Context: an optimization exercise on an open-source flow, tuned for small area. The choices shown serve that exercise and are no tape-out recipe.
The RTL was checked by simulation tests, not by an equivalence proof against the original design.
Power and IR drop assume default switching activity.

==> flow/design.v <==
module mtm_Alu_deserializer (
  input  wire        clk,
  input  wire        rst_n,
  input  wire        sin,
  output reg  [31:0] A,
  output reg  [2:0]  op,
  output wire        shift_b,
  output wire        alu_en,
  output wire [2:0]  step,
  output wire        req,
  output reg  [1:0]  code
);
localparam IDLE = 2'd0;
localparam LOAD = 2'd1;
localparam DERR = 2'd2;
localparam STOP = 2'd3;
reg [1:0] state;
reg [3:0] q;
reg [3:0] k;       
reg [3:0] crc;
reg       msb;     
wire payload = (state == LOAD) && (q >= 4'd2) && (q <= 4'd9);
wire ctlpkt  = (k == 4'd8);
assign shift_b = payload && (k[3:2] == 2'b01);
assign alu_en  = ((state == LOAD) && ctlpkt && (q >= 4'd6)) || (state == STOP);
assign step    = q[2:0];
wire d  = (ctlpkt && q == 4'd2) ? 1'b1 : sin;
wire fb = crc[3] ^ d;
wire crc_ok = (crc == 4'd0);
assign req = (state == DERR) ||
             ((state == STOP) && !(crc_ok && msb && op == 3'b000));
always @(*) begin
  if (state == DERR)
    code = 2'd1;
  else if (!crc_ok)
    code = 2'd2;
  else if (!msb)
    code = op[1] ? 2'd3 : 2'd0;
  else
    code = op[2] ? 2'd1 : 2'd2;
end
always @(posedge clk) begin
  if (!rst_n) begin
    state <= IDLE;
  end
  else begin
    case (state)
      IDLE: begin
        if (!sin) begin
          state <= LOAD;
          q <= 4'd1;
          k <= 4'd0;
          crc <= 4'd0;
        end
      end
      LOAD: begin
        if (q == 4'd0) begin
          if (!sin) q <= 4'd1;
        end
        else if (q == 4'd1) begin
          if (sin != ctlpkt) begin
            state <= DERR;
            q <= 4'd4;
          end
          else
            q <= 4'd2;
        end
        else if (q == 4'd10) begin
          if (!sin) begin
            state <= DERR;
            q <= 4'd13;
          end
          else if (ctlpkt) begin
            state <= STOP;
            q <= 4'd11;
          end
          else begin
            q <= 4'd0;
            k <= k + 4'd1;
          end
        end
        else begin
          q <= q + 4'd1;
          crc <= {crc[2], crc[1], crc[0] ^ fb, fb};
          if (k[3:2] == 2'b00)
            A <= {A[30:0], sin};
          if (ctlpkt) begin
            if (q == 4'd2) msb <= sin;
            if (q >= 4'd3 && q <= 4'd5) op <= {op[1:0], sin};
            if (q == 4'd6 && msb &&
                !((op == 3'b010 && crc == 4'b0101) ||
                  (op == 3'b100 && crc == 4'b1001)))
              op <= 3'b000;
          end
        end
      end
      default: begin
        if (q == 4'd13)
          state <= IDLE;
        else
          q <= q + 4'd1;
      end
    endcase
  end
end
endmodule
module mtm_Alu_core(
  input  wire        clk,
  input  wire        sin,
  input  wire [31:0] A,
  input  wire [2:0]  op,
  input  wire        shift_b,
  input  wire        alu_en,
  input  wire [2:0]  step,
  input  wire        shift_c,
  output reg  [31:0] B,
  output reg         cr,
  output reg         of,
  output reg         zr,
  output reg         neg
);
wire       arith = op[2];
wire       inv   = op[2] & op[0];
wire [2:0] nib   = step + 3'd2;           
wire [3:0] a     = A[4*nib +: 4];
wire [3:0] b     = B[3:0];
wire       first = (step == 3'd6);
wire       last  = (step == 3'd5);
wire       cin   = first ? inv : cr;
wire [4:0] c;
wire [3:0] s;
wire [3:0] r;
assign c[0] = cin;
genvar i;
generate
  for (i = 0; i < 4; i = i + 1) begin : g_bit
    wire bx = b[i] ^ inv;
    assign s[i]   = a[i] ^ bx ^ c[i];
    assign c[i+1] = (a[i] & bx) | (a[i] & c[i]) | (bx & c[i]);
    assign r[i]   = arith ? s[i] : (op[0] ? (a[i] | b[i]) : (a[i] & b[i]));
  end
endgenerate
always @(posedge clk) begin
  if (alu_en) begin
    B  <= {r, B[31:4]};
    cr <= last ? (arith & (c[4] ^ inv)) : c[4];
    if (last) begin
      of  <= arith && (a[3] == b[3]) && (s[3] != a[3]);
      neg <= arith && (inv ? ~c[4] : s[3]);
      zr  <= arith;
    end
  end
  else begin
    if (shift_b || shift_c)
      B <= {B[30:0], sin};
    if (shift_c && B[31])
      zr <= 1'b0;
  end
end
endmodule
module mtm_Alu_serializer(
  input  wire       clk,
  input  wire       rst_n,
  input  wire       req,
  input  wire [1:0] code,
  input  wire       cbit,
  input  wire       cr,
  input  wire       of,
  input  wire       zr,
  input  wire       neg,
  output wire       shift_c,
  output reg        sout
);
reg [3:0] sq;      
reg [2:0] sk;
reg [2:0] crc;
reg       se;      
wire idle  = (sk == 3'd7);
wire dbit  = (sq >= 4'd2) && (sq <= 4'd9);
assign shift_c = !sk[2] && dbit;
reg [7:0] ctl;
always @(*) begin
  if (!sk[0])
    ctl = {1'b0, cr, of, zr, neg, crc[2], crc[2], crc[2]};
  else case (crc[1:0])
    2'd1:    ctl = 8'b11001001;
    2'd2:    ctl = 8'b10100101;
    default: ctl = 8'b10010011;
  endcase
end
wire bitv = sk[2] ? ctl[4'd9 - sq] : cbit;
wire fb   = crc[2] ^ bitv;
always @(posedge clk) begin
  if (!rst_n) begin
    sk   <= 3'd7;
    se   <= 1'b1;
    sout <= 1'b1;
  end
  else begin
    sout <= se;
    if (idle) begin
      se <= 1'b1;
      if (req) begin
        sq  <= 4'd0;
        sk  <= (code == 2'd0) ? 3'd0 : 3'd5;
        crc <= {1'b0, code};
      end
    end
    else if (sq == 4'd0) begin
      se <= 1'b0;
      sq <= 4'd1;
    end
    else if (sq == 4'd1) begin
      se <= sk[2];
      sq <= 4'd2;
    end
    else if (sq == 4'd10) begin
      se <= 1'b1;
      sq <= 4'd0;
      if (sk[2])
        sk <= 3'd7;
      else
        sk <= sk + 3'd1;
    end
    else begin
      se <= bitv;
      sq <= sq + 4'd1;
      if ((sk != 3'd0 || sq != 4'd2) && !(sk == 3'd5))
        crc <= {crc[1], crc[0] ^ fb, fb};
    end
  end
end
endmodule
module mtm_Alu (
    input  wire clk,    
    input  wire rst_n,  
    input  wire sin,    
    output wire sout    
);
wire [31:0] A;
wire [31:0] B;
wire [2:0]  op;
wire        shift_b;
wire        alu_en;
wire [2:0]  step;
wire        req;
wire [1:0]  code;
wire        shift_c;
wire        cr, of, zr, neg;
mtm_Alu_deserializer u_mtm_Alu_deserializer(
  .clk    (clk),
  .rst_n  (rst_n),
  .sin    (sin),
  .A      (A),
  .op     (op),
  .shift_b(shift_b),
  .alu_en (alu_en),
  .step   (step),
  .req    (req),
  .code   (code)
);
mtm_Alu_core u_mtm_Alu_core(
  .clk    (clk),
  .sin    (sin),
  .A      (A),
  .op     (op),
  .shift_b(shift_b),
  .alu_en (alu_en),
  .step   (step),
  .shift_c(shift_c),
  .B      (B),
  .cr     (cr),
  .of     (of),
  .zr     (zr),
  .neg    (neg)
);
mtm_Alu_serializer u_mtm_Alu_serializer(
  .clk    (clk),
  .rst_n  (rst_n),
  .req    (req),
  .code   (code),
  .cbit   (B[31]),
  .cr     (cr),
  .of     (of),
  .zr     (zr),
  .neg    (neg),
  .shift_c(shift_c),
  .sout   (sout)
);
endmodule
==> flow/run.sh <==
#!/bin/bash
# synth_recipe.tcl (not shown) runs the flow's synth.tcl, then flattens the netlist and writes it again
# the make line also repeats each setting of config.mk as NAME=value (left out here)
make -C /OpenROAD-flow-scripts/flow DESIGN_CONFIG=/design/flow/config.mk WORK_HOME=/design/flow/orfs CLKGATE_MAP_FILE= SYNTH_SCRIPT=/design/flow/synth_recipe.tcl finish
==> flow/config.mk <==
export PLATFORM = sky130hd
export DESIGN_NAME = mtm_Alu
export DESIGN_NICKNAME = mtm_Alu
export VERILOG_FILES = /design/flow/design.v
export SDC_FILE = /design/flow/constraint.sdc
export NUM_CORES = 4
export LEC_CHECK = 0
export CAP_MARGIN = 20
export CORE_MARGIN = 2
export CORE_UTILIZATION = 40
export PLACE_DENSITY = 0.6
export SLEW_MARGIN = 20
==> flow/constraint.sdc <==
create_clock -name core_clock -period 10.0 [get_ports {clk}]
set_input_delay 2.0000 -clock core_clock [delete_from_list [all_inputs] [get_ports {clk}]]
set_output_delay 2.0000 -clock core_clock [all_outputs]
set_load 0.01 [all_outputs]
==> impl_metrics.tcl <==
set metrics [dict create \
    use_met1_pct 21.74 \
    arrival_ns 4.18 \
    maxCapViolations 0 \
    required_ns 10.18 \
    ir_worst_vdd_v 0.0001100 \
    syn_inst 496 \
    postCtsSetupRepairBufs 0 \
    hp-class "flip-flop to flip-flop" \
    tightest_slew_ns 0.6980 \
    grt-ovfl-total 0 \
    initial_core_util_pct 40.79 \
    r2r_slack_ns 6.00 \
    die_w_um 120.0 \
    rr_endpoint "u_mtm_Alu_core.of" \
    drt-initial-drc-count 168 \
    path_class "flip-flop to flip-flop" \
    setup_viol 0 \
    slew_viol_final 0 \
    wl_per_cell_um 15.37 \
    dieArea_mm2 0.01439 \
    grt_max_degree 36 \
    area_delta_synth_final_pct 8.372 \
    use_met3_pct 2.281 \
    numClockSinks 98 \
    num_vias 3577 \
    path_max_fanout 22 \
    hold_viol 0 \
    synth_fp_nets 523 \
    synth.avg_cell_area_um2 10.85 \
    wirelength_mm 10.24 \
    fillCellCount 1234 \
    path_clk_slew_ns 0.07 \
    ys_ff_latch 98 \
    first_pass_iters 5 \
    layout-drive-gt1-share_pct 7.143 \
    ant_nets 0 \
    first_global_vias 3442 \
    yosysUniqueCellTypes 66 \
    placed_cell_area_mm2 0.005528 \
    period_needed_ns 3.999 \
    met2_usage_pct 23.47 \
    cts_tree "done" \
    hpwl_mm 7.061 \
    antenna_cells 0 \
    postSynth.asyncResetShare_pct 0 \
    dp.cells 650 \
    leakagePower_nw 2.155 \
    startpoint "u_mtm_Alu_deserializer.q[2]" \
    reg2reg_from "u_mtm_Alu_deserializer.q[2]" \
    endpoint "u_mtm_Alu_core.of" \
    r2r_cells 11 \
    power_w 0.001242 \
    grt_busiest_layer "met2" \
    synth-edff-count 91 \
    worst_setup_path_end_kind "flip-flop" \
    power.density_mw_per_mm2 213.0 \
    grt_pass1_wl_mm 17.53 \
    rows 42 \
    core_mm2 0.01319 \
    grt_antenna_before_repair 0 \
    multi_input_area_mm2 0.002296 \
    rsz0062_at_grt "no" \
    synthFlopType "edfxtp_1" \
    io_buffer_count 3 \
    slew_headroom_pct 53.47 \
    finClkSkew_ns 0.008343 \
    fp.dieH_um 120.0 \
    clockBufferDepth 2 \
    htree_num_levels 3 \
    holdBufCountCts 0 \
    netlist_area_mm2 0.005380 \
    vias_per_cell 5.371 \
    timing.setup.tns_ns 0 \
    drc 0 \
    min_period_over_period_pct 39.99 \
    fin_area_mm2 0.005831 \
    fmax_mhz 250.0 \
    final_cells 666 \
    routabilityCongestion 0.8286 \
    io_pins 4 \
    synth-seq-area-share_pct 53.40 \
    ys_warn_count 3 \
    post_cts_resized 0 \
    grt_usage_pct 15.23 \
    finish.net_count 512 \
    outcome "timing/DRC/antenna clean" \
    root_buffer "clkbuf_16" \
    clock_latency_ns 0.35 \
    regArea_mm2 0.002873 \
    numCtsBuffers 9 \
    startpoint_type "flip-flop" \
]
sequential cells by signal, indices dropped and copies added, names as in the netlist:
name                          count
u_mtm_Alu_core.B                 32
u_mtm_Alu_core.cr                 1
u_mtm_Alu_core.neg                1
u_mtm_Alu_core.of                 1
u_mtm_Alu_core.zr                 1
u_mtm_Alu_deserializer.A         32
u_mtm_Alu_deserializer.crc        4
u_mtm_Alu_deserializer.k          4
u_mtm_Alu_deserializer.msb        1
u_mtm_Alu_deserializer.op         3
u_mtm_Alu_deserializer.q          4
u_mtm_Alu_deserializer.state      2
u_mtm_Alu_serializer.crc          3
u_mtm_Alu_serializer.se           1
u_mtm_Alu_serializer.sk           3
u_mtm_Alu_serializer.sout         1
u_mtm_Alu_serializer.sq           4
final cells by class:
cell class	instances	area share, %
sequential	98	49.27
multi-input combinational	347	39.38
clock buffer	10	3.927
tap	176	3.777
inverter	23	1.481
clock inverter	6	1.266
timing repair buffer	6	0.9013
cell usage after synthesis (all sizes together), types with 2 or more instances:
| library cell | count | area [um^2] |
|---|---|---|
| buf | 11 | 66.31 |
| o221ai | 2 | 17.52 |
| o2111ai | 2 | 17.52 |
| mux2i | 7 | 82.58 |
| nand2 | 110 | 412.9 |
| clkbuf | 17 | 63.81 |
| or3b | 4 | 35.03 |
| xnor2 | 9 | 78.83 |
| nand3 | 12 | 60.06 |
| inv | 22 | 82.58 |
| nor2 | 28 | 105.1 |
| nor3 | 6 | 30.03 |
| and3 | 4 | 25.02 |
| a21oi | 27 | 142.6 |
| and2 | 8 | 50.05 |
| nor3b | 3 | 22.52 |
| o221a | 2 | 22.52 |
| a211oi | 4 | 30.03 |
| a31oi | 3 | 18.77 |
| a221oi | 2 | 17.52 |
| xor2 | 4 | 35.03 |
| nor4bb | 3 | 30.03 |
| a32oi | 2 | 17.52 |
| a21o | 2 | 15.01 |
| a31o | 2 | 17.52 |
| nor4 | 2 | 12.51 |
| fa | 4 | 80.08 |
| o211ai | 5 | 37.54 |
| dfxtp | 7 | 140.1 |
| nand2b | 4 | 25.02 |
| ha | 20 | 250.2 |
| nor4b | 3 | 26.28 |
| nand4 | 4 | 25.02 |
| mux2 | 3 | 45.04 |
| edfxtp | 91 | 2733 |
| o21ai | 20 | 103.9 |
| nor2b | 5 | 31.28 |
| a41oi | 2 | 17.52 |
| or4 | 2 | 15.01 |
| mux4 | 8 | 187.7 |
| or3 | 4 | 25.02 |
worst min-delay path by stage:
stage | from | to | slack (ns) | depth (start not counted)
after floorplan | u_mtm_Alu_serializer.se | u_mtm_Alu_serializer.sout | 0.39 | 1
after global placement | u_mtm_Alu_serializer.se | u_mtm_Alu_serializer.sout | 0.39 | 1
after detailed placement | u_mtm_Alu_serializer.se | u_mtm_Alu_serializer.sout | 0.39 | 1
after CTS | u_mtm_Alu_serializer.se | u_mtm_Alu_serializer.sout | 0.41 | 1
after global routing | u_mtm_Alu_serializer.se | u_mtm_Alu_serializer.sout | 0.43 | 1
final | u_mtm_Alu_serializer.se | u_mtm_Alu_serializer.sout | 0.41 | 1
metrics by stage:
step	hold WS [ns]	utilization [%]	worst slack (ns)
after floorplan	0.3863	-	5.223
after global placement	0.3948	41.91	5.853
after detailed placement	0.3948	41.91	5.823
after CTS	0.4108	44.20	5.978
after global routing	0.4304	44.20	5.776
final	0.4080	44.20	6.001
placed cells by master (no fill, tap or decap), types with 5 or more instances in the layout:
master     count
o21ai_1        7
mux2i_1        6
a21oi_1       25
inv_1         20
o21ai_0       12
nand2_1      110
and2_1         8
xnor2_1        9
nand3_1       12
ha_1          20
edfxtp_1      91
clkbuf_16      9
dfxtp_1        7
mux4_2         6
o211ai_1       5
nor2b_1        5
nor3_1         5
nor2_1        28
metal layers:
metal,wire length [um],vias to the layer above
met5,0,-
met4,161,0
met3,250,10
met2,4708,46
met1,5115,1741
li1,-,1780
worst max-delay path: stages (launching register included):
cell      delay (ns)
edfxtp_1        0.75
inv_1           0.10
ha_1            0.48
mux4_2          0.34
mux2_4          0.30
fa_1            0.44
fa_1            0.38
inv_1           0.08
fa_1            0.18
fa_1            0.46
xnor2_1         0.15
nor3b_1         0.18
logic make-up (layout without fill, tap and decap cells):
group           after synthesis  count (layout)  synth area share [%]
simple gates                205             205                 17.77
flops                        98              98                 53.40
compound gates               87              87                 10.70
buf+inv                      51              45                 4.023
fa+ha+maj                    24              24                 6.140
mux                          18              18                 5.860
xor+xnor                     13              13                 2.116
power by group:
part	switching (W)	total [W]	internal [W]
combinational	0.000181	0.000324	0.000143
clock	0.000158	0.000356	0.000198
sequential	0.0000567	0.000562	0.000505

[afterwards: timing with drivers on the ports]
The flow's constraints put no driver on any port. The routed layout listed below was extracted and timed again, unchanged, in two steps.
Step 1 sets driving cells, clkbuf_16 on the clock port and buf_2 on the other inputs (assumed; they add their load-dependent delay and slew).
Step 2 adds t to the input delays and takes it off the output delays; t is the mean of the earliest and latest rising clock arrival at the registers after step 1. Input paths then give back, and output paths get back, about the clock's delay inside the block.
a / b / c = no drivers / after step 1 / after step 2; a / b = the first two.
t (ns): 0.384
slack for setup (ns): 6.001 / 6.001 / 5.824
hold slack, ns: 0.408 / 0.408 / 0.408
worst setup path at the end: input to register
pins driven straight from the clock port: 1
After both steps this run still meets setup and hold. For this run, drivers alone change the setup slack by 0.000 ns; drivers and shift together by -0.177 ns.
